Background: an optimization exercise with open tools, aiming at small area and a short achievable clock period. Do not read the settings as production practice. No run shown here included a check of the RTL's function; only the layout flow was run. The clock port is modelled as an ideal driver; clocking choices that lean on that would not hold on a real chip. Power and IR drop assume default switching activity.

===== flow/flow/run.sh =====
#!/bin/bash
# Own layout flow: the standard synthesis unchanged, then the standard ORFS
# layout with smaller port buffers, without the delay buffer cells, and with a
# clock tree one level shallower (see cts_hook.tcl).
set -euo pipefail
here=$(pwd)

bash standard.sh synth > synth.log 2>&1

platform_dont_use="sky130_fd_sc_hd__probe_p_8 sky130_fd_sc_hd__probec_p_8 sky130_fd_sc_hd__lpflow_bleeder_1 sky130_fd_sc_hd__lpflow_clkbufkapwr_1 sky130_fd_sc_hd__lpflow_clkbufkapwr_16 sky130_fd_sc_hd__lpflow_clkbufkapwr_2 sky130_fd_sc_hd__lpflow_clkbufkapwr_4 sky130_fd_sc_hd__lpflow_clkbufkapwr_8 sky130_fd_sc_hd__lpflow_clkinvkapwr_1 sky130_fd_sc_hd__lpflow_clkinvkapwr_16 sky130_fd_sc_hd__lpflow_clkinvkapwr_2 sky130_fd_sc_hd__lpflow_clkinvkapwr_4 sky130_fd_sc_hd__lpflow_clkinvkapwr_8 sky130_fd_sc_hd__lpflow_decapkapwr_12 sky130_fd_sc_hd__lpflow_decapkapwr_3 sky130_fd_sc_hd__lpflow_decapkapwr_4 sky130_fd_sc_hd__lpflow_decapkapwr_6 sky130_fd_sc_hd__lpflow_decapkapwr_8 sky130_fd_sc_hd__lpflow_inputiso0n_1 sky130_fd_sc_hd__lpflow_inputiso0p_1 sky130_fd_sc_hd__lpflow_inputiso1n_1 sky130_fd_sc_hd__lpflow_inputiso1p_1 sky130_fd_sc_hd__lpflow_inputisolatch_1 sky130_fd_sc_hd__lpflow_isobufsrc_1 sky130_fd_sc_hd__lpflow_isobufsrc_16 sky130_fd_sc_hd__lpflow_isobufsrc_2 sky130_fd_sc_hd__lpflow_isobufsrc_4 sky130_fd_sc_hd__lpflow_isobufsrc_8 sky130_fd_sc_hd__lpflow_isobufsrckapwr_16 sky130_fd_sc_hd__lpflow_lsbuf_lh_hl_isowell_tap_1 sky130_fd_sc_hd__lpflow_lsbuf_lh_hl_isowell_tap_2 sky130_fd_sc_hd__lpflow_lsbuf_lh_hl_isowell_tap_4 sky130_fd_sc_hd__lpflow_lsbuf_lh_isowell_4 sky130_fd_sc_hd__lpflow_lsbuf_lh_isowell_tap_1 sky130_fd_sc_hd__lpflow_lsbuf_lh_isowell_tap_2 sky130_fd_sc_hd__lpflow_lsbuf_lh_isowell_tap_4"
extra_dont_use="sky130_fd_sc_hd__clkdlybuf4s* sky130_fd_sc_hd__dlygate* sky130_fd_sc_hd__dlymetal* sky130_fd_sc_hd__buf_12 sky130_fd_sc_hd__buf_16 sky130_fd_sc_hd__bufinv_* sky130_fd_sc_hd__clkbuf_16"

bash standard.sh \
  "BUFFER_PORTS_ARGS=-buffer_cell sky130_fd_sc_hd__buf_2" \
  "DONT_USE_CELLS=$platform_dont_use $extra_dont_use" \
  "PRE_CTS_TCL=$here/flow/cts_hook.tcl" \
  finish > layout.log 2>&1

===== flow/flow/cts_hook.tcl =====
# PRE_CTS hook: after TritonCTS builds the tree, replace its upper levels by
# NROOT root buffers driven straight from the clock port, each placed at the
# centre of the group of sink-cluster (leaf) buffers it drives. Every register
# still sees the same number of buffer levels (root, leaf), so the tree stays
# balanced; it only gets one level shallower.
proc rebuild_clock_roots {nroot master_name} {
  set block [ord::get_db_block]
  set db [ord::get_db]
  set master [$db findMaster $master_name]
  set port_net [$block findNet clk]
  set leaves {}
  set others {}
  foreach inst [$block getInsts] {
    set name [$inst getName]
    if {[string match "clkbuf_leaf_*" $name]} { lappend leaves $inst } elseif {[string match "clkbuf_*" $name]} { lappend others $inst }
  }
  # remove the upper levels
  foreach inst $others {
    set outIT [$inst findITerm X]; set onet [$outIT getNet]
    $outIT disconnect; [$inst findITerm A] disconnect
    odb::dbInst_destroy $inst
    if {[$onet getName] != "clk"} { odb::dbNet_destroy $onet }
  }
  # leaf locations
  set pts {}
  foreach l $leaves {
    set bb [$l getBBox]
    lappend pts [list $l [expr {([$bb xMin]+[$bb xMax])/2}] [expr {([$bb yMin]+[$bb yMax])/2}]]
  }
  # k-means on leaf locations
  set n [llength $pts]
  set cents {}
  for {set k 0} {$k < $nroot} {incr k} {
    set p [lindex [lsort -integer -index 1 $pts] [expr {int(($k + 0.5) * $n / $nroot)}]]
    lappend cents [list [lindex $p 1] [lindex $p 2]]
  }
  for {set it 0} {$it < 50} {incr it} {
    set groups {}
    for {set k 0} {$k < $nroot} {incr k} { lappend groups {} }
    foreach p $pts {
      set best 0; set bd 1e18
      for {set k 0} {$k < $nroot} {incr k} {
        set c [lindex $cents $k]
        set d [expr {abs([lindex $p 1]-[lindex $c 0]) + abs([lindex $p 2]-[lindex $c 1])}]
        if {$d < $bd} { set bd $d; set best $k }
      }
      lset groups $best [concat [lindex $groups $best] [list $p]]
    }
    set cents {}
    foreach g $groups {
      if {[llength $g] == 0} { lappend cents {0 0}; continue }
      set sx 0; set sy 0
      foreach p $g { set sx [expr {$sx + [lindex $p 1]}]; set sy [expr {$sy + [lindex $p 2]}] }
      lappend cents [list [expr {$sx / [llength $g]}] [expr {$sy / [llength $g]}]]
    }
  }
  set k 0
  foreach g $groups c $cents {
    if {[llength $g] == 0} continue
    set inst [odb::dbInst_create $block $master "clkbuf_root_$k"]
    $inst setLocation [lindex $c 0] [lindex $c 1]
    $inst setPlacementStatus PLACED
    set net [odb::dbNet_create $block "clknet_root_$k"]
    $net setSigType CLOCK
    [$inst findITerm A] connect $port_net
    [$inst findITerm X] connect $net
    foreach p $g { [[lindex $p 0] findITerm A] disconnect; [[lindex $p 0] findITerm A] connect $net }
    incr k
  }
  puts "rebuilt clock roots: $k roots over [llength $leaves] leaves"
}

rename clock_tree_synthesis my_orig_clock_tree_synthesis
# The flow keeps the largest buffers off the data nets (DONT_USE_CELLS); the
# clock tree may still use them.
proc clock_tree_synthesis {args} {
  set big [get_lib_cells {sky130_fd_sc_hd__clkbuf_16}]
  unset_dont_use $big
  my_orig_clock_tree_synthesis {*}$args
  rebuild_clock_roots 4 sky130_fd_sc_hd__clkbuf_16
  set_dont_use $big
}

===== flow/standard.sh =====
#!/bin/bash
# synth_recipe.tcl (not shown) runs the flow's synth.tcl, then flattens the netlist and writes it again
# the make line also repeats each setting of config.mk as NAME=value (left out here)
make -C /OpenROAD-flow-scripts/flow DESIGN_CONFIG=/design/flow/config.mk WORK_HOME=/design/flow/orfs CLKGATE_MAP_FILE= SYNTH_SCRIPT=/design/flow/synth_recipe.tcl "${@:-finish}"

===== flow/config.mk =====
export PLATFORM = sky130hd
export DESIGN_NAME = fifo
export DESIGN_NICKNAME = fifo
export VERILOG_FILES = /design/flow/design.v
export SDC_FILE = /design/flow/constraint.sdc
export NUM_CORES = 4
export LEC_CHECK = 0
export CAP_MARGIN = 20
export CORE_MARGIN = 2
export CORE_UTILIZATION = 40
export CTS_CLUSTER_DIAMETER = 100
export CTS_CLUSTER_SIZE = 30
export SETUP_SLACK_MARGIN = 1.5
export SLEW_MARGIN = 20
export SYNTH_HIERARCHICAL = 1
export SYNTH_MINIMUM_KEEP_SIZE = 0

===== flow/constraint.sdc =====
create_clock -name core_clock -period 3.0 [get_ports {clk}]
set_input_delay 0.6000 -clock core_clock [delete_from_list [all_inputs] [get_ports {clk}]]
set_output_delay 0.6000 -clock core_clock [all_outputs]
set_load 0.01 [all_outputs]

===== flow/design.v =====
`timescale 1ns/1ps
module fifo #(
    parameter N = 32,
    parameter depth = 3  
)(
    input wire clk,
    input wire reset,
    input wire wr_en,
    input wire rd_en,
    input [N-1:0] din,
    output reg [N-1:0] dout,
    output reg full,
    output wire empty
);
    localparam DEPTH = 2**depth;
    reg [DEPTH-1:0] wr_oh, rd_oh;    
    reg [N-1:0] mem [0:DEPTH-1];
    reg nempty;
    assign empty = ~nempty;
    wire wr_fire = wr_en & ~full;
    wire rd_fire = rd_en & nempty;
    wire rd_fire_n = ~rd_fire;
    wire [DEPTH-1:0] wsel = wr_oh & {DEPTH{wr_fire}};
    wire [DEPTH-1:0] rsel = rd_oh & {DEPTH{rd_fire}};
    wire [DEPTH-1:0] wr_oh_inc = {wr_oh[DEPTH-2:0], wr_oh[DEPTH-1]};
    wire [DEPTH-1:0] rd_oh_inc = {rd_oh[DEPTH-2:0], rd_oh[DEPTH-1]};
    wire [N-1:0] dout_nx;
    wire [N-1:0] g0, g1, g2;
    genvar b;
    generate
        for (b = 0; b < N; b = b + 1) begin : rd
            fifo_aoi222 u0 (.a1(rsel[0]), .a2(mem[0][b]), .b1(rsel[1]), .b2(mem[1][b]),
                            .c1(rsel[2]), .c2(mem[2][b]), .y(g0[b]));
            fifo_aoi222 u1 (.a1(rsel[3]), .a2(mem[3][b]), .b1(rsel[4]), .b2(mem[4][b]),
                            .c1(rsel[5]), .c2(mem[5][b]), .y(g1[b]));
            fifo_aoi222 u2 (.a1(rsel[6]), .a2(mem[6][b]), .b1(rsel[7]), .b2(mem[7][b]),
                            .c1(rd_fire_n), .c2(dout[b]), .y(g2[b]));
            fifo_nand3 u3 (.a(g0[b]), .b(g1[b]), .c(g2[b]), .y(dout_nx[b]));
        end
    endgenerate
    integer i;
    always @(posedge clk) begin
        for (i = 0; i < DEPTH; i = i + 1)
            if (wsel[i])
                mem[i] <= din;
    end
    wire w_meets = |(wr_oh_inc & rd_oh);
    wire r_meets = |(rd_oh_inc & wr_oh);
    wire full_nx  = ~rd_fire & (full | (wr_fire & w_meets));
    wire empty_nx = ~wr_fire & (~nempty | (rd_fire & r_meets));
    always @(posedge clk or posedge reset) begin
        if (reset) begin
            wr_oh  <= {{(DEPTH-1){1'b0}}, 1'b1};
            rd_oh  <= {{(DEPTH-1){1'b0}}, 1'b1};
            dout   <= 0;
            full   <= 1'b0;
            nempty <= 1'b0;
        end else begin
            if (wr_fire)
                wr_oh <= wr_oh_inc;
            if (rd_fire)
                rd_oh <= rd_oh_inc;
            dout   <= dout_nx;
            full   <= full_nx;
            nempty <= ~empty_nx;
        end
    end
endmodule
module fifo_aoi222 (
    input wire a1, a2, b1, b2, c1, c2,
    output wire y
);
    assign y = ~((a1 & a2) | (b1 & b2) | (c1 & c2));
endmodule
module fifo_nand3 (
    input wire a, b, c,
    output wire y
);
    assign y = ~(a & b & c);
endmodule

==> results of run 1 <==
==> repair_timing <==
| item | 4_1_cts | 5_1_grt |
|---|---|---|
| cloned | 15 | 36 |
| hold endpoints to repair | 0 | 0 |
| pin swaps | 35 | 61 |
| endpoints found under the setup margin | 270 | 289 |
| setup buffers | 45 | 50 |
| resized for setup | 57 | 73 |
==> cells by family (layout without fill, tap and decap cells) <==
kind of cell           after synthesis  count (layout)  share of synthesized area (%)
AO/OA/AOI/OAI                      122             122                           11.0
buffers and inverters                5             251                          0.276
flip-flops                         306             306                           85.6
other                                0               3                              0
AND/OR/NAND/NOR                     56              64                           3.09
==> per-layer routing <==
metal | up-vias | wire (um) | GRT usage [%] | part of all wire (%)
li1 | 2738 | - | - | -
met1 | 3465 | 12400 | 29.0 | 38
met2 | 496 | 15200 | 33.3 | 46
met3 | 85 | 4350 | 5.42 | 13
met4 | 0 | 1130 | 6.31 | 3.4
met5 | - | 0 | 0 | 0
==> where the power goes <==
| part | internal [mW] | switching [mW] | total, mW |
|---|---|---|---|
| Sequential | 4.60 | 0.000000000246 | 4.60 |
| Combinational | 0.0499 | 0.101 | 0.151 |
| Clock | 1.02 | 1.24 | 2.26 |
| Total | 5.67 | 1.34 | 7.01 |
==> Yosys stat by module (local to each module, per instance) <==
| module | flops+latches | cell area (um2) |
|---|---|---|
| fifo | 306 | 9320 |
| fifo_aoi222 | 0 | 10.0 |
| fifo_nand3 | 0 | 5.00 |
==> registers in the layout, indices dropped and copies added, names as in the netlist <==
signal  flops
dout       32
full        1
rd_oh       8
wr_oh       8
mem       256
nempty      1
==> worst max-delay path, stage by stage (launching register included) <==
cell and delay [ns]:
dfrtp_2 0.48, buf_6 0.14, buf_1 0.08, and3_4 0.20, bufbuf_16 0.29, a222oi_1 0.37
nand3_1 0.15
==> through the flow <==
step | utilization [%] | instance area, um2 | worst slack (ns) | power [mW]
2_1_floorplan | - | 10500 | 1.34 | 4.72
4_1_cts | 48.8 | 12600 | 1.33 | 6.99
3_5_place_dp | 44.0 | 11400 | 0.751 | 4.80
6_report | 54.1 | 14000 | 1.16 | 7.01
3_3_place_gp | 44.0 | 11400 | 0.871 | 4.79
5_1_grt | 54.1 | 14000 | 1.12 | 7.19
==> final cells by class, without the clock buffers <==
type	instances	area share (%)
plain buffers	4	0.716
well taps	335	3.00
flip-flops and latches	306	63.9
inverters	2	0.0984
clock inverters	1	0.143
multi-input cells	186	11.6
diodes	3	0.0537
repair buffers	225	18.1
==> how the worst max path moves through the flow <==
| stage | endpoint | cells past startpoint | slack, ns |
|---|---|---|---|
| after global routing | dout[16] | 6 | 1.12 |
| after floorplan | mem[1][0] | 2 | 1.34 |
| after detailed placement | dout[5] | 5 | 0.75 |
| after CTS | dout[12] | 6 | 1.33 |
| after global placement | dout[28] | 5 | 0.87 |
| final | dout[16] | 6 | 1.16 |
==> cells in the final DEF, fill, tap and decap left out, types with 13 or more instances in the layout <==
| cell | instances |
|---|---|
| a21o_1 | 16 |
| a222oi_1 | 96 |
| and3_4 | 13 |
| buf_1 | 43 |
| buf_2 | 70 |
| buf_6 | 46 |
| buf_8 | 29 |
| bufbuf_16 | 31 |
| clkbuf_16 | 17 |
| dfrtp_1 | 47 |
| edfxtp_1 | 256 |
| nand3_1 | 32 |
==> impl_results.md, run 1 <==
* Status: complete, no violations
* Share of cells above drive strength 1 at 31.0%
* Vias in the first global route at around 6,200
* Flops & latches, synth at approximately 310
* RD Place Congestion at 0.774
* Distinct cell type count after synthesis at 21
* Area share of the largest cell type after synthesis at 73.6%
* Worst reg2reg path depth at 6
* Worst hold slack at 0.322 ns
* TNS Setup at 0 ns
* Largest net degree at the start of global routing at 34
* Placed cells at between 900 and 1,000
* Crit path DAT at 2.03 ns
* TritonCTS clock tree: yes
* Die ar. at 27,400 um2
* Leak at 5.23 nW
* Initial antenna violation count at 3
* Max Slew Vio Count at 0
* Syn_area_per_cell at around 21 um2
* I/O Buffers at 69
* GR Overflow Total at 0
* Hold crit path type: in2async
* Final Hold Vio Count at 0
* Seq/Total Area, Yosys at between 80% and 90%
* Initial Util at 40.4%
* Slew headroom at a little under three fifths
* Synth Flop Type: edfxtp_1
* FFs w/ async S/R, synth at about 16%
* Mapped Cells at 489
* Period utilization at between 60% and 70%
* Syn Nets at 525
* Vias at about 6,800
* Final setup fails at 0
* Critical path fanouts, max at 5
* Minimum clock period at between 1.5 and 2 ns
* Top-count cell post-synth: edfxtp_1
* DRC at 0
* Reg2reg start: nempty
* Synth area leaders: edfxtp_1, dfrtp_1, a222oi_1
* Cell Pwr Density at 501 nW/um2
* Post-synth top cells: edfxtp_1, a222oi_1, dfrtp_1, nand3_1, a21o_1
* Vias/cell at 6.28
* Hold-fix buffers, CTS at 0
* Pre-antenna DRT Iters at 6
* Max Cap Violations at 0
* FF-to-FF End: dout[16]
* Post-synth EDFFs at 256
* Worst Tran Pin Value at 0.637 ns
* Post-synth top area cell: edfxtp_1
* Critical path startpoint category: register
* Clock latency on the worst-skew pair at between 0.3 and 0.4 ns
* Flop-to-flop setup slack at between 1 and 1.5 ns
* CP endpoint kind: register
* Dpl hpwl at 13.4 mm
* Final Non-Filler Cells at around 1,100
* Starting DRT DRC Count at 1,258
* Remaining antenna violation count at 0
* Row Count at around 60
* CTS Buf Count at 14
* Warnings from Yosys at 9
* Layout Skew at 0.0465 ns
* WS Path Type: reg2reg
* Unrepaired setup endpoints after global routing: true
* Ports at 70
* Area grow syn2layout at 33.9%
* Total track usage at between 20% and 30%
* Seq. cell area at slightly below 9000 um2
* Multi-input gate area at roughly 1600 um2
* Final wirelength at 33.1 mm
* WL/cell at 30.6 um
* Fin nets at about 770
* Fill count at slightly below 2,000
* Peak VDD IR at around 0.32 mV
* Maximum operating frequency at 545 MHz
* Clock sinks at 306
* Clk pin slew, worst setup/hold paths at 0.12 ns
* Die Wd at roughly 170 um
* CP startpoint: nempty
* CORE AREA at about 26,000 um2
* Die Span Y at 166 um
* Worst EP required at around 3.2 ns
* Post-Syn Area at about 10,000 um2
* First-pass GRT wire length at approximately 41 mm
==> run 2: changes to the inputs <==
--- a/flow/design.v
+++ b/flow/design.v
@@ -11,17 +11,26 @@
     output reg [N-1:0] dout,
-    output reg full,
-    output wire empty
+    output wire full,
+    output reg empty
 );
     localparam DEPTH = 2**depth;
-    reg [DEPTH-1:0] wr_oh, rd_oh;    
     reg [N-1:0] mem [0:DEPTH-1];
-    reg nempty;
-    assign empty = ~nempty;
-    wire wr_fire = wr_en & ~full;
-    wire rd_fire = rd_en & nempty;
+    reg [DEPTH-1:0] occ;
+    reg [DEPTH-1:0] wr_oh;
+    reg [DEPTH-1:0] rd_g;
+    assign full = occ[DEPTH-1];
+    wire wr_fire = wr_en & ~occ[DEPTH-1];
+    wire rd_fire = rd_en & occ[0];
     wire rd_fire_n = ~rd_fire;
+    wire wr_only = wr_fire & ~rd_fire;
+    wire rd_only = rd_fire & ~wr_fire;
     wire [DEPTH-1:0] wsel = wr_oh & {DEPTH{wr_fire}};
-    wire [DEPTH-1:0] rsel = rd_oh & {DEPTH{rd_fire}};
-    wire [DEPTH-1:0] wr_oh_inc = {wr_oh[DEPTH-2:0], wr_oh[DEPTH-1]};
-    wire [DEPTH-1:0] rd_oh_inc = {rd_oh[DEPTH-2:0], rd_oh[DEPTH-1]};
+    wire [DEPTH-1:0] rsel = rd_g & {DEPTH{rd_en}};
+    wire [DEPTH-1:0] occ_up = {occ[DEPTH-2:0], 1'b1};
+    wire [DEPTH-1:0] occ_dn = {1'b0, occ[DEPTH-1:1]};
+    wire [DEPTH-1:0] occ_nx = wr_only ? occ_up : (rd_only ? occ_dn : occ);
+    wire rd_last = rd_only & ~occ[1];
+    wire [DEPTH-1:0] rd_g_inc = {rd_g[DEPTH-2:0], rd_g[DEPTH-1]};
+    wire [DEPTH-1:0] rd_g_nx = (wr_oh & {DEPTH{~occ[0] & wr_fire}})
+                             | (rd_g_inc & {DEPTH{rd_fire & ~rd_last}})
+                             | (rd_g & {DEPTH{rd_fire_n}});
     wire [N-1:0] dout_nx;
@@ -46,21 +55,16 @@
     end
-    wire w_meets = |(wr_oh_inc & rd_oh);
-    wire r_meets = |(rd_oh_inc & wr_oh);
-    wire full_nx  = ~rd_fire & (full | (wr_fire & w_meets));
-    wire empty_nx = ~wr_fire & (~nempty | (rd_fire & r_meets));
     always @(posedge clk or posedge reset) begin
         if (reset) begin
-            wr_oh  <= {{(DEPTH-1){1'b0}}, 1'b1};
-            rd_oh  <= {{(DEPTH-1){1'b0}}, 1'b1};
-            dout   <= 0;
-            full   <= 1'b0;
-            nempty <= 1'b0;
+            wr_oh <= {{(DEPTH-1){1'b0}}, 1'b1};
+            rd_g  <= {DEPTH{1'b0}};
+            occ   <= {DEPTH{1'b0}};
+            dout  <= 0;
+            empty <= 1'b1;
         end else begin
             if (wr_fire)
-                wr_oh <= wr_oh_inc;
-            if (rd_fire)
-                rd_oh <= rd_oh_inc;
-            dout   <= dout_nx;
-            full   <= full_nx;
-            nempty <= ~empty_nx;
+                wr_oh <= {wr_oh[DEPTH-2:0], wr_oh[DEPTH-1]};
+            rd_g  <= rd_g_nx;
+            occ   <= occ_nx;
+            dout  <= dout_nx;
+            empty <= ~occ_nx[0];
         end
--- a/flow/flow/run.sh
+++ b/flow/flow/run.sh
@@ -10,3 +10,3 @@
 platform_dont_use="sky130_fd_sc_hd__probe_p_8 sky130_fd_sc_hd__probec_p_8 sky130_fd_sc_hd__lpflow_bleeder_1 sky130_fd_sc_hd__lpflow_clkbufkapwr_1 sky130_fd_sc_hd__lpflow_clkbufkapwr_16 sky130_fd_sc_hd__lpflow_clkbufkapwr_2 sky130_fd_sc_hd__lpflow_clkbufkapwr_4 sky130_fd_sc_hd__lpflow_clkbufkapwr_8 sky130_fd_sc_hd__lpflow_clkinvkapwr_1 sky130_fd_sc_hd__lpflow_clkinvkapwr_16 sky130_fd_sc_hd__lpflow_clkinvkapwr_2 sky130_fd_sc_hd__lpflow_clkinvkapwr_4 sky130_fd_sc_hd__lpflow_clkinvkapwr_8 sky130_fd_sc_hd__lpflow_decapkapwr_12 sky130_fd_sc_hd__lpflow_decapkapwr_3 sky130_fd_sc_hd__lpflow_decapkapwr_4 sky130_fd_sc_hd__lpflow_decapkapwr_6 sky130_fd_sc_hd__lpflow_decapkapwr_8 sky130_fd_sc_hd__lpflow_inputiso0n_1 sky130_fd_sc_hd__lpflow_inputiso0p_1 sky130_fd_sc_hd__lpflow_inputiso1n_1 sky130_fd_sc_hd__lpflow_inputiso1p_1 sky130_fd_sc_hd__lpflow_inputisolatch_1 sky130_fd_sc_hd__lpflow_isobufsrc_1 sky130_fd_sc_hd__lpflow_isobufsrc_16 sky130_fd_sc_hd__lpflow_isobufsrc_2 sky130_fd_sc_hd__lpflow_isobufsrc_4 sky130_fd_sc_hd__lpflow_isobufsrc_8 sky130_fd_sc_hd__lpflow_isobufsrckapwr_16 sky130_fd_sc_hd__lpflow_lsbuf_lh_hl_isowell_tap_1 sky130_fd_sc_hd__lpflow_lsbuf_lh_hl_isowell_tap_2 sky130_fd_sc_hd__lpflow_lsbuf_lh_hl_isowell_tap_4 sky130_fd_sc_hd__lpflow_lsbuf_lh_isowell_4 sky130_fd_sc_hd__lpflow_lsbuf_lh_isowell_tap_1 sky130_fd_sc_hd__lpflow_lsbuf_lh_isowell_tap_2 sky130_fd_sc_hd__lpflow_lsbuf_lh_isowell_tap_4"
-extra_dont_use="sky130_fd_sc_hd__clkdlybuf4s* sky130_fd_sc_hd__dlygate* sky130_fd_sc_hd__dlymetal* sky130_fd_sc_hd__buf_12 sky130_fd_sc_hd__buf_16 sky130_fd_sc_hd__bufinv_* sky130_fd_sc_hd__clkbuf_16"
+extra_dont_use="sky130_fd_sc_hd__clkdlybuf4s* sky130_fd_sc_hd__dlygate* sky130_fd_sc_hd__dlymetal*"
 
--- a/flow/flow/cts_hook.tcl
+++ b/flow/flow/cts_hook.tcl
@@ -21,2 +21,7 @@
     odb::dbInst_destroy $inst
+    # dummy loads CTS hung on this level go with it
+    foreach it [$onet getITerms] {
+      set load [$it getInst]
+      if {[string match "clkload*" [$load getName]]} { odb::dbInst_destroy $load }
+    }
     if {[$onet getName] != "clk"} { odb::dbNet_destroy $onet }
@@ -73,10 +78,5 @@
 rename clock_tree_synthesis my_orig_clock_tree_synthesis
-# The flow keeps the largest buffers off the data nets (DONT_USE_CELLS); the
-# clock tree may still use them.
 proc clock_tree_synthesis {args} {
-  set big [get_lib_cells {sky130_fd_sc_hd__clkbuf_16}]
-  unset_dont_use $big
   my_orig_clock_tree_synthesis {*}$args
   rebuild_clock_roots 4 sky130_fd_sc_hd__clkbuf_16
-  set_dont_use $big
 }
--- a/flow/config.mk
+++ b/flow/config.mk
@@ -9,6 +9,6 @@
 export CORE_MARGIN = 2
-export CORE_UTILIZATION = 40
+export CORE_UTILIZATION = 55
 export CTS_CLUSTER_DIAMETER = 100
 export CTS_CLUSTER_SIZE = 30
-export SETUP_SLACK_MARGIN = 1.5
+export SETUP_SLACK_MARGIN = 1.45
 export SLEW_MARGIN = 20
==> impl_results.md, run 2 <==
* Initial Util at 55.8% (+15 points)
* Area grow syn2layout at 18.6%
* Clock latency on the worst-skew pair at 0.33 ns (about the same)
* Vias in the first global route at 5,962 (-4.4%)
* First-pass GRT wire length at 37.7 mm (-8.2%)
* Post-synth top area cell: edfxtp_1
* CTS Buf Count at 14 (unchanged)
* Critical path fanouts, max at 16 (+11)
* TritonCTS clock tree: yes
* Fin nets at 725 (-6.0%)
* Die Span Y at 144 um (-13%)
* Commonest non-fill, non-tap cells in the layout: edfxtp_1, a222oi_1, buf_2
* Hold crit path type: in2async
* Dpl hpwl at 12.4 mm (-7.2%)
* Remaining antenna violation count at 0 (unchanged)
* Share of cells above drive strength 1 at 27.7% (-3.3 points)
* Vias/cell at 6.53 (+4.1%)
* Total track usage at 25.4% (+4.4 points)
* Top flop regs: mem: 256 flops, dout: 32 flops
* Flop-to-flop setup slack at 1.34 ns (+0.17 ns)
* Worst Tran Pin Value at 0.584 ns (-0.0531 ns)
* Final Non-Filler Cells at 961 (-11%)
* Minimum clock period at 1.66 ns (-0.173 ns)
* Cell Pwr Density at 579 nW/um2 (+16%)
* Final setup fails at 0 (unchanged)
* FF-to-FF End: mem[1][22]
* Most flops, register: mem
* Initial antenna violation count at 2 (-1)
* Largest net degree at the start of global routing at 41 (+21%)
* Vias at 6,280 (-7.4%)
* Worst reg2reg path depth at 3 (-3)
* Syn_area_per_cell at 20.7 um2 (-3.3%)
* Post-synth EDFFs at 256 (unchanged)
* Max Slew Vio Count at 0 (unchanged)
* Final wirelength at 26.6 mm (-20%)
* Worst EP required at 2.96 ns (-0.24 ns)
* TNS Setup at 0 ns (unchanged)
* Worst setup margin at 1.34 ns (+0.173 ns)
* Mapped Cells at 522 (+6.7%)
* Die ar. at 20,700 um2 (-24%)
* Period utilization at 55.4% (-5.8 points)
* Ports at 70 (unchanged)
* Area share of the largest cell type after synthesis at 71.3% (-2.3 points)
* Maximum operating frequency at 602 MHz (+10%)
* Layout Skew at 0.0553 ns (+0.00872 ns)
* Synth Flop Type: edfxtp_1
* Status: complete, no violations
* Clk pin slew, worst setup/hold paths at 0.11 ns (about the same)
* Post-synth top cells: edfxtp_1, a222oi_1, dfrtp_1, nand3_1, and2_1
* Reg2reg start: occ[7]
* Seq/Total Area, Yosys at 84.5% (-1.1 points)
* Max reg flops at 256 (unchanged)
* GR Overflow Total at 0 (unchanged)
* CORE AREA at 19,300 um2 (-25%)
* Max Cap Violations at 0 (unchanged)
* WL/cell at 27.6 um (-9.6%)
* Clock sinks at 313 (+2.3%)
* CP startpoint: occ[7]
* Worst Setup EP: mem[1][22]
* Placed cells at 863 (-4.9%)
* DRC at 0 (unchanged)
* Die Wd at 144 um (-13%)
* I/O Buffers at 69 (unchanged)
* Top-count cell post-synth: edfxtp_1
* Pre-antenna DRT Iters at 6 (unchanged)
* Unrepaired setup endpoints after global routing: true
* Warnings from Yosys at 9 (unchanged)
* Peak VDD IR at 0.438 mV (+36%)
* Slew headroom at 61.0% (+3.5 points)
* Post-placement cell area at 11,600 um2 (+2.4%)
* Most common cell after layout, fill and taps aside: edfxtp_1
* Flops & latches, synth at 313 (+2.3%)
* Starting DRT DRC Count at 997 (-21%)
* WS Path Type: reg2reg
* Synth area leaders: edfxtp_1, dfrtp_1, a222oi_1
* Dpl ws at 0.790 ns (+0.0388 ns)
* Leak at 4.70 nW (-10%)
* Final Hold Vio Count at 0 (unchanged)
* CP endpoint kind: register
* Critical path startpoint category: register
* Crit path DAT at 1.62 ns (-0.41 ns)
* RD Place Congestion at 0.700 (-9.5%)
* Row Count at 51 (-14%)
* Final instance area at 12,800 um2 (-8.6%)
* Distinct cell type count after synthesis at 26 (+24%)
* Syn Nets at 560 (+6.7%)
* FFs w/ async S/R, synth at 18.2% (+1.9 points)
* Post-Syn Area at 10,800 um2 (+3.3%)
-- run 2: how the worst min path moves through the flow --
stage	from	endpoint	slack (ns)	cells after the start
global placement	mem[4][16]	dout[16]	0.46	2
floorplan	mem[4][0]	dout[0]	0.45	2
global route	reset	dout[30]	0.35	2
detailed placement	mem[4][16]	dout[16]	0.46	2
finish	reset	dout[29]	0.33	2
CTS	reset	dout[31]	0.34	2
-- run 2: cell families (layout without fill, tap and decap cells) --
logic type	Yosys count	count (layout)	synth area share, %
AO/OA/AOI/OAI	124	124	10.9
adder cells (fa/ha/maj)	2	2	0.232
buffers and inverters	12	173	0.592
flip-flops	313	313	84.5
multiplexers	2	2	0.209
other	0	2	0
AND/OR/NAND/NOR	69	80	3.52
-- run 2: power by group --
part           switching, mW  internal, mW
Clock                   1.21         0.960
Combinational          0.270         0.162
Sequential            0.0568          4.75
-- run 2: metal layers --
layer	wire [um]	global-route usage (%)	up-vias
li1	-	-	2662
met1	10500	36.2	3263
met2	13000	41.0	307
met3	2200	3.61	48
met4	880	8.98	0
met5	0	0	-
-- run 2: modules after synthesis, one instance, submodules excluded --
module	copies in the design	cells inside
fifo	1	394
fifo_nand3	32	1
fifo_aoi222	96	1
-- run 2: final cells by class, without the clock buffers --
| cell class | count | area [um2] |
|---|---|---|
| well taps | 265 | 332 |
| flip-flops and latches | 313 | 9120 |
| inverters | 8 | 41.3 |
| repair buffers | 141 | 1030 |
| plain buffers | 4 | 100 |
| clock inverters | 2 | 25.0 |
| fillers | 1316 | 6550 |
| multi-input cells | 208 | 1830 |
| diodes | 2 | 5.00 |
-- run 2: per-stage QoR --
stage          hold WS (ns)  power [mW]  util (%)
6_report              0.331        7.41      66.1
3_5_place_dp          0.461        5.23      60.1
4_1_cts               0.342        7.41      64.9
2_1_floorplan         0.447        5.11         -
5_1_grt               0.353        7.63      66.1
3_3_place_gp          0.457        5.22      60.1
-- run 2: what timing repair did --
item | CTS | global route
endpoints found under the setup margin | 315 | 174
pin swaps | 12 | 32
hold endpoints to repair | 0 | 0
gates cloned | 9 | 4
buffers inserted | 34 | 25
hold buffers | 0 | 0
resized for setup | 20 | 23
-- run 2: critical path: stages, from the launching register on --
cell and delay [ns]:
dfrtp_2 0.47, nor2b_4 0.14, buf_12 0.15, and2_2 0.52
==> run 3: changes to the inputs <==
==> flow/design.v (replaced) <==
`timescale 1ns/1ps
module fifo #(
    parameter N = 32,
    parameter depth = 3  
)(
    input wire clk,
    input wire reset,
    input wire wr_en,
    input wire rd_en,
    input [N-1:0] din,
    output reg [N-1:0] dout,
    output reg full,
    output reg empty
);
    localparam DEPTH = 2**depth;
    reg [DEPTH-1:0] wr_oh, rd_oh;    
    reg [N-1:0] mem [0:DEPTH-1];
    reg nempty;
    wire wr_fire = wr_en & ~full;
    wire rd_fire = rd_en & nempty;
    wire [DEPTH-1:0] wsel_lo, wsel_hi, rsel_lo, rsel_hi;
    wire rd_fire_n_lo, rd_fire_n_hi;
    genvar k;
    generate
        for (k = 0; k < DEPTH; k = k + 1) begin : sel
            fifo_and2 w_lo (.a(wr_oh[k]), .b(wr_fire), .y(wsel_lo[k]));
            fifo_and2 w_hi (.a(wr_oh[k]), .b(wr_fire), .y(wsel_hi[k]));
            fifo_and2 r_lo (.a(rd_oh[k]), .b(rd_fire), .y(rsel_lo[k]));
            fifo_and2 r_hi (.a(rd_oh[k]), .b(rd_fire), .y(rsel_hi[k]));
        end
    endgenerate
    fifo_nand2 h_lo (.a(rd_en), .b(nempty), .y(rd_fire_n_lo));
    fifo_nand2 h_hi (.a(rd_en), .b(nempty), .y(rd_fire_n_hi));
    wire [DEPTH-1:0] wr_oh_inc = {wr_oh[DEPTH-2:0], wr_oh[DEPTH-1]};
    wire [DEPTH-1:0] rd_oh_inc = {rd_oh[DEPTH-2:0], rd_oh[DEPTH-1]};
    wire [N-1:0] dout_nx;
    wire [N-1:0] g0, g1, g2;
    genvar b;
    generate
        for (b = 0; b < N; b = b + 1) begin : rd
            wire [DEPTH-1:0] rs = (b < N/2) ? rsel_lo : rsel_hi;
            wire hold = (b < N/2) ? rd_fire_n_lo : rd_fire_n_hi;
            fifo_aoi222 u0 (.a1(rs[0]), .a2(mem[0][b]), .b1(rs[1]), .b2(mem[1][b]),
                            .c1(rs[2]), .c2(mem[2][b]), .y(g0[b]));
            fifo_aoi222 u1 (.a1(rs[3]), .a2(mem[3][b]), .b1(rs[4]), .b2(mem[4][b]),
                            .c1(rs[5]), .c2(mem[5][b]), .y(g1[b]));
            fifo_aoi222 u2 (.a1(rs[6]), .a2(mem[6][b]), .b1(rs[7]), .b2(mem[7][b]),
                            .c1(hold), .c2(dout[b]), .y(g2[b]));
            fifo_nand3 u3 (.a(g0[b]), .b(g1[b]), .c(g2[b]), .y(dout_nx[b]));
        end
    endgenerate
    integer i;
    always @(posedge clk) begin
        for (i = 0; i < DEPTH; i = i + 1) begin
            if (wsel_lo[i])
                mem[i][N/2-1:0] <= din[N/2-1:0];
            if (wsel_hi[i])
                mem[i][N-1:N/2] <= din[N-1:N/2];
        end
    end
    wire w_meets = |(wr_oh_inc & rd_oh);
    wire r_meets = |(rd_oh_inc & wr_oh);
    wire full_nx  = ~rd_fire & (full | (wr_fire & w_meets));
    wire empty_nx = ~wr_fire & (~nempty | (rd_fire & r_meets));
    always @(posedge clk or posedge reset) begin
        if (reset) begin
            wr_oh  <= {{(DEPTH-1){1'b0}}, 1'b1};
            rd_oh  <= {{(DEPTH-1){1'b0}}, 1'b1};
            dout   <= 0;
            full   <= 1'b0;
            nempty <= 1'b0;
            empty  <= 1'b1;
        end else begin
            if (wr_fire)
                wr_oh <= wr_oh_inc;
            if (rd_fire)
                rd_oh <= rd_oh_inc;
            dout   <= dout_nx;
            full   <= full_nx;
            nempty <= ~empty_nx;
            empty  <= empty_nx;
        end
    end
endmodule
module fifo_aoi222 (
    input wire a1, a2, b1, b2, c1, c2,
    output wire y
);
    assign y = ~((a1 & a2) | (b1 & b2) | (c1 & c2));
endmodule
module fifo_nand3 (
    input wire a, b, c,
    output wire y
);
    assign y = ~(a & b & c);
endmodule
module fifo_and2 (
    input wire a, b,
    output wire y
);
    assign y = a & b;
endmodule
module fifo_nand2 (
    input wire a, b,
    output wire y
);
    assign y = ~(a & b);
endmodule
==> impl_results.md, run 3 <==
* Status: complete, no violations
* Die ar. at 20,500 um2 (-1.2%)
* Seq/Total Area, Yosys at 84.2% (-0.32 points)
* Post-Syn Area at 10,600 um2 (-1.3%)
* Area share of the largest cell type after synthesis at 72.2% (+0.91 points)
* Maximum operating frequency at 601 MHz (-0.12%)
* Busiest grt layer: met2
* Critical path fanouts, max at 23 (+7)
* Ports at 70 (unchanged)
* Largest family of logic cells by synthesized area: compound AO/OA/AOI/OAI gates
* Row Count at 50 (-2.0%)
* Max Slew Vio Count at 0 (unchanged)
* Warnings from Yosys at 9 (unchanged)
* Reg2reg start: nempty
* Die Wd at 143 um (-0.62%)
* Peak VDD IR at 0.596 mV (+36%)
* Placed cells at 856 (-0.81%)
* Vias/cell at 6.42 (-1.7%)
* Met2 usage at 43.5% (+2.5 points)
* Slew headroom at 58.3% (-2.7 points)
* CP endpoint kind: register
* Area grow syn2layout at 16.2%
* Dpl hpwl at 13.0 mm (+4.3%)
* Starting DRT DRC Count at 814 (-18%)
* Post-synthesis simple-gate area fraction at 4.66% (+1.1 points)
* Crit-path cells: clkbuf_4, nand2_4, clkinvlp_4, buf_12, and2_4, a222oi_1, nand3_1
* Worst Setup EP: dout[8]
* Flop-to-flop setup slack at 1.36 ns (+0.02 ns)
* Final instance area at 12,400 um2 (-3.2%)
* Max Cap Violations at 0 (unchanged)
* Synth Flop Type: edfxtp_1
* FFs w/ async S/R, synth at 16.6% (-1.6 points)
* Distinct cell type count after synthesis at 22 (-15%)
* Layout Skew at 0.0334 ns (-0.0219 ns)
* Post-synth EDFFs at 256 (unchanged)
* Final Hold Vio Count at 0 (unchanged)
* Synth area leaders: edfxtp_1, dfrtp_1, a222oi_1
* Worst Tran Pin Value at 0.626 ns (+0.0412 ns)
* First-pass GRT wire length at 36.5 mm (-3.3%)
* M3 GR Usage at 4.36% (+0.75 points)
* CP startpoint: rd_en
* Syn Nets at 560 (unchanged)
* Post-synth top cells: edfxtp_1, a222oi_1, dfrtp_1, and2_1, nand3_1
* Cell Pwr Density at 556 nW/um2 (-4.0%)
* Share of cells above drive strength 1 at 26.3% (-1.3 points)
* Clock sinks at 307 (-1.9%)
* M1 GR Usage at 32.3% (-4.0 points)
* Critical path startpoint category: primary input
* Pre-antenna DRT Iters at 8 (+2)
* Adder-cell share of the synthesized area at 0% (-0.23 points)
* Top-count cell post-synth: edfxtp_1
* TNS Setup at 0 ns (unchanged)
* Worst hold slack at 0.291 ns (-0.0400 ns)
* Final setup fails at 0 (unchanged)
* Worst setup margin at 1.34 ns (-0.00194 ns)
* Post-layout power at 6.88 mW (-7.2%)
* Fill count at 1,320 (+0.30%)
* Fin nets at 686 (-5.4%)
* Worst EP required at 3.19 ns (+0.23 ns)
* RD Place Congestion at 0.820 (+17%)
* WL/cell at 27.5 um (-0.53%)
* Most common cell after layout, fill and taps aside: edfxtp_1
* Crit path DAT at 1.86 ns (+0.24 ns)
* Max reg flops at 256 (unchanged)
* Initial Util at 56.6% (+0.77 points)
* FF-to-FF End: dout[8]
* Leak at 4.41 nW (-6.2%)
* Die Span Y at 143 um (-0.62%)
* Initial antenna violation count at 1 (-1)
* Syn_area_per_cell at 20.3 um2 (-1.6%)
* Commonest non-fill, non-tap cells in the layout: edfxtp_1, a222oi_1, buf_2
* Compound-Gate Fraction of Synth Area at 9.78% (-1.2 points)
* Vias at 5,897 (-6.1%)
* Remaining antenna violation count at 0 (unchanged)
* TritonCTS clock tree: yes
* Period utilization at 55.5% (+0.065 points)
* Most flops, register: mem
* Unrepaired setup endpoints after global routing: true
* CORE AREA at 18,800 um2 (-2.6%)
* Vias in the first global route at 5,928 (-0.57%)
* Worst reg2reg path depth at 6 (+3)
* CTS Buf Count at 14 (unchanged)
* Total track usage at 24.9% (-0.58 points)
* Mapped Cells at 524 (+0.38%)
* Minimum clock period at 1.66 ns (+0.00194 ns)
* GR Overflow Total at 0 (unchanged)
* Post-synth top area cell: edfxtp_1
* Final wirelength at 25.2 mm (-5.0%)
* Largest net degree at the start of global routing at 32 (-22%)
* CP peak stage delay at 0.42 ns (-0.10 ns)
* Top flop regs: mem: 256 flops, dout: 32 flops
* Dpl ws at 0.569 ns (-0.222 ns)
* Synth Area in XOR/XNOR at 0% (unchanged)
* Final Non-Filler Cells at 918 (-4.5%)
* WS Path Type: in2reg
* Post-placement cell area at 11,400 um2 (-2.3%)
* Hold crit path type: in2async
* Final core utilization at 65.7% (-0.43 points)
* DRC at 0 (unchanged)
* Clock latency on the worst-skew pair at 0.32 ns (about the same)
* Clk pin slew, worst setup/hold paths at 0.11 ns (about the same)
* Flops & latches, synth at 307 (-1.9%)
* Mux contribution to synthesized area at 1.09% (+0.88 points)
* I/O Buffers at 69 (unchanged)
* Hold-fix buffers, CTS at 0 (unchanged)
* Crit path max-delay cell type: a222oi_1
==> run 3: cell count changes after synthesis, sizes merged, moves of 2 or more <==
| cell | previous run | this run |
|---|---|---|
| nor2 | 3 | 1 |
| a21oi | 4 | 0 |
| a22oi | 0 | 8 |
| ha | 2 | 0 |
| nand2 | 7 | 29 |
| a21o | 8 | 0 |
| o21ai | 3 | 1 |
| a221oi | 4 | 0 |
| a221o | 8 | 0 |
| inv | 8 | 3 |
| dfrtp | 55 | 48 |
| and2 | 24 | 32 |
| mux2 | 2 | 8 |
| nor2b | 3 | 0 |
==> run 3: where the power goes <==
part / internal (mW) / total, mW / switching [mW]
Clock: 0.969 / 2.14 / 1.17
Combinational: 0.0292 / 0.121 / 0.0915
Sequential: 4.61 / 4.61 / 0.000000000188
Total: 5.61 / 6.88 / 1.26
==> run 3: final cells by class, without the clock buffers <==
class	count	area, um2	area share, %
Sequential cell	307	8970	72.5
Multi-Input combinational cell	219	1820	14.7
Timing Repair Buffer	103	795	6.42
Tap cell	260	325	2.63
Buffer	4	100	0.809
Clock inverter	1	30.0	0.243
Inverter	3	21.3	0.172
Timing Repair inverter	1	7.51	0.0607
Antenna cell	1	2.50	0.0202
==> run 3: worst min-delay path by stage <==
stage | startpoint | to | depth (start not counted)
after floorplan | mem[4][0] | dout[0] | 2
after global placement | mem[4][0] | dout[0] | 2
after detailed placement | mem[4][11] | dout[11] | 2
after CTS | reset | dout[9] | 2
after global routing | reset | dout[9] | 2
final | reset | dout[13] | 2
==> run 3: timing repair <==
action / 4_1_cts / 5_1_grt
resized for setup: 54 / 14
pin swaps: 42 / 57
setup endpoints to repair: 288 / 35
gates cloned: 6 / 2
setup buffers: 24 / 5
==> run 3: worst max-delay path, delay by kind of cell <==
family	cells	cell delay, ns
AOI/OAI and AO/OA	1	0.42
buffers and inverters	3	0.41
and+or+nand+nor	3	0.42
==> run 3: per-module statistics from Yosys (local to each module, per instance) <==
module       times used  area (um2)  cells inside
fifo                  1        9320           362
fifo_and2            32        6.26             1
fifo_nand2            2        3.75             1
fifo_nand3           32        5.00             1
fifo_aoi222          96        10.0             1
==> run 3: cells by family (layout without fill, tap and decap cells) <==
logic type / after synthesis / after routing
AO/OA/AOI/OAI: 107 / 107
other: 0 / 1
flip-flops: 307 / 307
buffers and inverters: 5 / 131
AND/OR/NAND/NOR: 97 / 104
multiplexers: 8 / 8
==> run 3: layer usage <==
layer / up-vias / part of all wire (%)
li1: 2561 / -
met1: 3059 / 39
met2: 241 / 52
met3: 36 / 6.7
met4: 0 / 2.2
met5: - / 0
==> run 4: changes to the inputs <==
--- a/flow/config.mk
+++ b/flow/config.mk
@@ -12,3 +12,3 @@
 export CTS_CLUSTER_SIZE = 30
-export SETUP_SLACK_MARGIN = 1.45
+export SETUP_SLACK_MARGIN = 1.4
 export SLEW_MARGIN = 20
==> impl_results.md, run 4 <==
* Status: complete, no violations
* Total track usage at 24.5% (-0.32 points)
* CTS Buf Count at 14 (unchanged)
* Die Span Y at 143 um (unchanged)
* Hold crit path type: in2async
* Final wirelength at 25.4 mm (+0.55%)
* Minimum clock period at 1.66 ns (-0.00217 ns)
* Crit-path cells: buf_1, nand2_2, a222oi_1, nand3_1
* CORE AREA at 18,800 um2 (unchanged)
* CP peak stage delay at 0.45 ns (+0.03 ns)
* Max reg flops at 256 (unchanged)
* Warnings from Yosys at 9 (unchanged)
* Vias at 5,960 (+1.1%)
* Remaining antenna violation count at 0 (unchanged)
* TNS Setup at 0 ns (unchanged)
* Post-synth top area cell: edfxtp_1
* Clock latency on the worst-skew pair at 0.32 ns (about the same)
* Vias in the first global route at 5,976 (+0.81%)
* Share of cells above drive strength 1 at 27.9% (+1.5 points)
* Initial Util at 56.6% (unchanged)
* CP startpoint: nempty
* Clock sinks at 307 (unchanged)
* Clk pwr share at 31.1% (about the same)
* Placed cells at 856 (unchanged)
* Starting DRT DRC Count at 854 (+4.9%)
* Distinct cell type count after synthesis at 22 (unchanged)
* I/O Buffers at 69 (unchanged)
* Vias/cell at 6.39 (-0.56%)
* CP endpoint kind: register
* Fin nets at 700 (+2.0%)
* Unrepaired setup endpoints after global routing: true
* GR Overflow Total at 0 (unchanged)
* WL/cell at 27.2 um (-1.1%)
* Synth area leaders: edfxtp_1, dfrtp_1, a222oi_1
* Period utilization at 55.4% (-0.072 points)
* First-pass GRT wire length at 36.2 mm (-0.63%)
* DRC at 0 (unchanged)
* WS Path Type: reg2reg
* Commonest non-fill, non-tap cells in the layout: edfxtp_1, a222oi_1, buf_2
* Pre-antenna DRT Iters at 8 (unchanged)
* Crit path max-delay cell type: a222oi_1
* Critical path fanouts, max at 16 (-30%)
* Synth Flop Type: edfxtp_1
* Cell Pwr Density at 544 nW/um2 (-2.1%)
* Worst hold slack at 0.293 ns (+0.00231 ns)
* Final Non-Filler Cells at 933 (+1.6%)
* Crit path DAT at 1.84 ns (-0.02 ns)
* Max Cap Violations at 0 (unchanged)
* Largest family of logic cells by synthesized area: compound AO/OA/AOI/OAI gates
* Row Count at 50 (unchanged)
* Area share of the largest cell type after synthesis at 72.2% (unchanged)
* Clk pin slew, worst setup/hold paths at 0.11 ns (about the same)
* Reg2reg start: nempty
* Worst Tran Pin Value at 0.654 ns (+0.0284 ns)
* Dpl ws at 0.569 ns (unchanged)
* Initial antenna violation count at 1 (unchanged)
* Area grow syn2layout at 18.6%
* Comb power frac at 1.7% (about the same)
* Ports at 70 (unchanged)
* Worst EP required at 3.18 ns (about the same)
* Mux contribution to synthesized area at 1.09% (unchanged)
* Synth Area in XOR/XNOR at 0% (unchanged)
* Syn_area_per_cell at 20.3 um2 (unchanged)
* Post-synth top cells: edfxtp_1, a222oi_1, dfrtp_1, and2_1, nand3_1
* Post-Syn Area at 10,600 um2 (unchanged)
* Peak VDD IR at 0.595 mV (about the same)
* Post-synth EDFFs at 256 (unchanged)
* Largest net degree at the start of global routing at 32 (unchanged)
* Adder-cell share of the synthesized area at 0% (unchanged)
* P_sw at 1.26 mW (-0.13%)
* Worst setup margin at 1.34 ns (+0.00217 ns)
* Maximum operating frequency at 602 MHz (+0.13%)
* Seq/Total Area, Yosys at 84.2% (unchanged)
* P_int at 5.61 mW (about the same)
* Mapped Cells at 524 (unchanged)
* Layout Skew at 0.0363 ns (+0.00291 ns)
* Most common cell after layout, fill and taps aside: edfxtp_1
* Max Slew Vio Count at 0 (unchanged)
* Slew headroom at 56.4% (-1.9 points)
* Hold-fix buffers, CTS at 0 (unchanged)
* Final Hold Vio Count at 0 (unchanged)
* Dpl hpwl at 13.0 mm (unchanged)
* Syn Nets at 560 (unchanged)
* Critical path startpoint category: register
* Sw Ratio at 18.4% (about the same)
* Top-count cell post-synth: edfxtp_1
* Compound-Gate Fraction of Synth Area at 9.78% (unchanged)
* RD Place Congestion at 0.820 (unchanged)
* Post-layout power at 6.87 mW (about the same)
* Flops & latches, synth at 307 (unchanged)
* Die Wd at 143 um (unchanged)
* Die ar. at 20,500 um2 (unchanged)
* Final setup fails at 0 (unchanged)
* Seq pwr share at 67.1% (about the same)
* TritonCTS clock tree: yes
* Top flop regs: mem: 256 flops, dout: 32 flops
* FFs w/ async S/R, synth at 16.6% (unchanged)
* Most flops, register: mem
* Post-synthesis simple-gate area fraction at 4.66% (unchanged)
* Leak at 4.53 nW (+2.6%)
-- run 4: modules after synthesis, one instance, submodules excluded --
module / times used / flops+latches / area (um2) / cells inside
fifo: 1 / 307 / 9320 / 362
fifo_nand3: 32 / 0 / 5.00 / 1
fifo_aoi222: 96 / 0 / 10.0 / 1
fifo_nand2: 2 / 0 / 3.75 / 1
fifo_and2: 32 / 0 / 6.26 / 1
-- run 4: final timing paths --
kind	end	slack [ns]	cells past startpoint
worst max-delay path	dout[19]	1.34	4
worst min-delay path	dout[13]	0.29	2
worst max register to register	dout[19]	1.34	4
worst min register to register	dout[14]	0.47	2
max in group asynchronous	dout[17]	1.95	3
min in group core_clock	dout[14]	0.47	2
-- run 4: layer usage --
layer | GRT usage, % | vias to the layer above | part of all wire (%)
met5 | 0 | - | 0
met4 | 6.93 | 0 | 2.2
met3 | 4.33 | 33 | 7.0
met2 | 42.8 | 267 | 52
met1 | 32.0 | 3069 | 39
li1 | - | 2591 | -
-- run 4: area by class of cell, without the clock buffers --
| cell class | count | area (um2) |
|---|---|---|
| Antenna cell | 2 | 5.00 |
| Buffer | 4 | 100 |
| Clock inverter | 1 | 30.0 |
| Fill cell | 1279 | 6200 |
| Inverter | 3 | 23.8 |
| Multi-Input combinational cell | 218 | 1810 |
| Sequential cell | 307 | 8970 |
| Tap cell | 260 | 325 |
| Timing Repair Buffer | 118 | 1060 |
| Timing Repair inverter | 1 | 7.51 |
-- run 4: cells by family after synthesis --
family	Yosys count
AO/OA/AOI/OAI	107
buffers and inverters	5
AND/OR/NAND/NOR	97
multiplexers	8
flip-flops	307
-- run 4: critical path, delay by kind of cell (launching register included) --
family	cells	cell delay (ns)
compound gates	1	0.45
simple gates	2	0.46
buf+inv	1	0.22
flops	1	0.40
-- run 4: through the flow --
step	util [%]	instance area, um2
after global placement	60.4	11400
after detailed placement	60.4	11400
final	67.1	12600
after floorplan	-	10700
after global routing	67.1	12600
after CTS	66.3	12500
-- run 4: what timing repair did --
item | 4_1_cts | 5_1_grt
buffers inserted | 41 | 1
pin swaps | 31 | 53
cloned | 3 | 6
endpoints found under the setup margin | 288 | 112
gates resized for setup | 47 | 23
-- run 4: power by group through the flow --
stage	clock, mW	combinational, mW	sequential [mW]
2_1_floorplan	0	0.0282	4.71
6_report	2.14	0.120	4.61
5_1_grt	2.34	0.134	4.61
4_1_cts	2.18	0.115	4.61
3_5_place_dp	0	0.106	4.71
3_3_place_gp	0	0.0973	4.71

==> static timing again, ports no longer ideal <==
The flow's constraints put no driver on any port. The routed layouts listed below were extracted and timed again, unchanged, in two steps.
Step 1, drivers: a clkbuf_16 drives clk and a buf_2 each remaining input, both assumed.
Step 2, shift: input delay + t, output delay - t, t = (earliest + latest rising clock arrival at the registers) / 2. This alone moves slack from input paths to output paths.
a / b / c = no drivers / after step 1 / after step 2; a / b = the first two.
run	t, ns	slack for setup (ns)	hold WS [ns]	clock arrival spread, ns	cell pins on the clock port's net
run 1	0.428	1.165 / 1.165 / 0.967	0.322 / 0.231 / 0.478	0.050 / 0.050	4
run 2	0.394	1.338 / 1.253 / 1.107	0.331 / 0.259 / 0.471	0.055 / 0.055	4
run 3	0.402	1.336 / 1.358 / 1.005	0.291 / 0.217 / 0.466	0.035 / 0.034	4
run 4	0.400	1.338 / 1.338 / 1.015	0.293 / 0.219 / 0.470	0.037 / 0.037	4
After both steps every run listed still meets setup and hold. The setup slack of run 3, which loses most, moves by +0.022 ns with the drivers and by -0.331 ns with both steps.
